What follows belongs to an exercise in optimizing a design on an open flow for a short achievable clock period and few clock cycles; a production flow would make more cautious choices.
Where RTL was checked, it was by simulation tests only, not by an equivalence proof against the original.

== v6 ==
## cpu_8b
module cpu_8b(
    input wire clk,
    input wire rst,
    output wire halt,
    output wire mem_we,
    output wire [7:0] mem_addr,
    output wire [7:0] mem_wdata,
    input wire [7:0] mem_rdata
);
    reg [7:0] ra, rb;
    reg [7:0] res;        
    reg halted;
    reg [7:0] ir;         
    reg irv;
    reg [7:0] ipc;        
    reg [7:0] ipc1;       
    reg [7:0] ib;         
    reg ibv;
    reg [7:0] aq;         
    reg we;
    reg [7:0] wdata;
    reg pki;              
    reg pa, pb;           
    reg rki;              
    reg la, lb;           
    reg [7:0] rpc;
    reg [7:0] fp;         
    reg jf;               
    assign halt = halted;
    assign mem_we = we;
    assign mem_addr = aq;
    assign mem_wdata = wdata;
    reg [16:0] dv;
    wire [16:0] dv_ib, dv_rd;
    cpu_dec dec_ib(.i(ib), .d(dv_ib));
    cpu_dec dec_rd(.i(mem_rdata), .d(dv_rd));
    wire [3:0] off = ir[3:0];
    wire is_add = dv[0];
    wire is_and = dv[1];
    wire is_not = dv[2];
    wire is_alu = dv[3];
    wire is_ld = dv[4];
    wire is_st = dv[5];
    wire is_jmp = dv[6];
    wire is_jz = dv[7];
    wire is_halt = dv[8];
    wire reads_a = dv[9];
    wire reads_b = dv[10];
    wire fwd_ok = dv[11];
    wire o0 = dv[12];
    wire o1 = dv[13];
    wire o2 = dv[14];
    wire o3 = dv[15];
    wire x32 = dv[16];
    wire zf = (res == 8'd0);
    wire taken = is_jmp | (is_jz & zf);
    reg fl;
    wire irv_e = irv & ~fl;
    wire ibv_e = ibv & ~fl;
    wire rki_e = rki & ~fl;
    reg stall_r;
    wire stall = stall_r;
    wire ex, exq, exr;
    cpu_ex ex0(.v(irv_e), .halted(halted), .stall(stall), .ex(ex));
    cpu_ex ex1(.v(irv_e), .halted(halted), .stall(stall), .ex(exq));
    cpu_ex ex2(.v(irv_e), .halted(halted), .stall(stall), .ex(exr));
    wire [7:0] va = la ? mem_rdata : ra;
  ...
Size: roughly 930 cells after synthesis, roughly 110 flip-flops, roughly 0.0074 mm² of cells after synthesis.
Settings: LEC_CHECK=0, CAP_MARGIN=20, CORE_MARGIN=2, CORE_UTILIZATION=40, SETUP_SLACK_MARGIN=3.3, SLEW_MARGIN=20, SYNTH_HIERARCHICAL=1, TNS_END_PERCENT=100; clock period 5.0 ns.
run.sh (not shown) runs the stock make flow with config.mk's settings and CLKGATE_MAP_FILE= SYNTH_SCRIPT=/design/flow/synth_recipe.tcl, a recipe that flattens the netlist after the stock synthesis.
Testbench counts of v6, summed over its fixed seeds: cycles 36,310.
Input-level comparison between v7 and v6:
-- flow/design.v --
<<< v6, line 271
    reg [16:0] dv;
    wire [16:0] dv_ib, dv_rd;
    cpu_dec dec_ib(.i(ib), .d(dv_ib));
    cpu_dec dec_rd(.i(mem_rdata), .d(dv_rd));
    wire [3:0] off = ir[3:0];
>>> v7, line 271
    reg [16:0] dv;
    wire [16:0] dv_ib, dv_rd;
    reg [16:0] dvb;       
    assign dv_ib = dvb;
    cpu_dec dec_rd(.i(mem_rdata), .d(dv_rd));
    wire [3:0] off = ir[3:0];
<<< v6, line 293
    wire zf = (res == 8'd0);
    wire taken = is_jmp | (is_jz & zf);
    reg fl;
    wire irv_e = irv & ~fl;
    wire ibv_e = ibv & ~fl;
    wire rki_e = rki & ~fl;
    reg stall_r;
    wire stall = stall_r;
>>> v7, line 294
    wire zf = (res == 8'd0);
    wire taken = is_jmp | (is_jz & zf);
    wire irv_e = irv;
    wire ibv_e = ibv;
    wire rki_e = rki;
    wire kill = ex & taken;
    reg stall_r;
    wire stall = stall_r;
<<< v6, line 386
            ipc1 <= 8'd1;
            ib <= 8'd0;
            ibv <= 1'b0;
            aq <= 8'd0;
>>> v7, line 387
            ipc1 <= 8'd1;
            ib <= 8'd0;
            dvb <= 17'd0;
            ibv <= 1'b0;
            aq <= 8'd0;
<<< v6, line 400
            jf <= 1'b0;
            fi <= 1'b0;
            fl <= 1'b0;
            stall_r <= 1'b0;
        end else begin
>>> v7, line 402
            jf <= 1'b0;
            fi <= 1'b0;
            stall_r <= 1'b0;
        end else begin
<<< v6, line 408
            res <= n_res;
            if ((ex & is_halt) | early_halt) halted <= 1'b1;
            irv <= exq ? (e1_1 | e2_1) : (irv_e | ibv_e | rki_e);
            ibv <= exq ? (e1_1 & e2_1) : nibv0;
            if (take) begin
                if (src_ib) begin
>>> v7, line 409
            res <= n_res;
            if ((ex & is_halt) | early_halt) halted <= 1'b1;
            irv <= (exq ? (e1_1 | e2_1) : (irv_e | ibv_e | rki_e)) & ~kill;
            ibv <= (exq ? (e1_1 & e2_1) : nibv0) & ~kill;
            if (take) begin
                if (src_ib) begin
<<< v6, line 423
                end
            end
            if (~hold_ib) ib <= mem_rdata;
            rki <= ex ? fin1 : fin0;
            la <= pa & ~(ex & is_alu & ~ir[4]);
            lb <= pb & ~(ex & is_alu & ir[4]);
>>> v7, line 424
                end
            end
            if (~hold_ib) begin
                ib <= mem_rdata;
                dvb <= dv_rd;
            end
            rki <= (ex ? fin1 : fin0) & ~kill;
            la <= pa & ~(ex & is_alu & ~ir[4]);
            lb <= pb & ~(ex & is_alu & ir[4]);
<<< v6, line 434
            jf <= 1'b0;
            fi <= 1'b0;
            fl <= ex & taken;
            fp <= fpv;
            if (ex & (is_ld | is_st)) begin
>>> v7, line 438
            jf <= 1'b0;
            fi <= 1'b0;
            fp <= fpv;
            if (ex & (is_ld | is_st)) begin
[summary]
Of v6 and v7, v6 shows the lower die outline area, with v7 above it. Taking v6 as the reference, in v7 clock period minus final worst setup slack went up 0.22 ns, met2 routing resource usage after global routing down 1.7 points. Compared with v6, v7 shows a sequential cell count that is 15% higher. v7 has completed all stages; timing, DRC and antenna checks passed. v7 ends up with a fmax that is 9.6% lower than in v6. The run with more routed wire is v7, not v6. v7 vs v6: met3 wire length up by more than 10%. Mux share of post-synthesis cell area: v7 vs v6 down 1.7 points.
Only the layout flow was run in v7; the RTL was not checked for function there.

==> afterwards: timing with drivers on the ports <==
No port has a modelled driver above. Below, the same layouts with a new extraction and two added sets of constraints. Step 1 (the two cells are an assumption about what drives the block):
set clk [get_ports {clk}]
set_driving_cell -lib_cell sky130_fd_sc_hd__clkbuf_16 $clk
set_driving_cell -lib_cell sky130_fd_sc_hd__buf_2 [delete_from_list [all_inputs] $clk]
Step 2, shift: input delay + t, output delay - t, t = (earliest + latest rising clock arrival at the registers) / 2. This alone moves slack from input paths to output paths. Three values: ideal ports, drivers, drivers and shift; two values: the first two.
run | t, ns | setup slack, ns | latest minus earliest clock arrival (ns) | worst slew at a driven data input, ns
v6 | 0.414 | 2.951 / 2.945 / 2.531 | 0.013 / 0.013 | 0.06
v7 | 0.478 | 2.734 / 2.730 / 2.252 | 0.011 / 0.012 | 0.07
After both steps every run listed still meets setup and hold. For v7, which loses most, drivers alone change the setup slack by -0.004 ns; drivers and shift together by -0.482 ns.
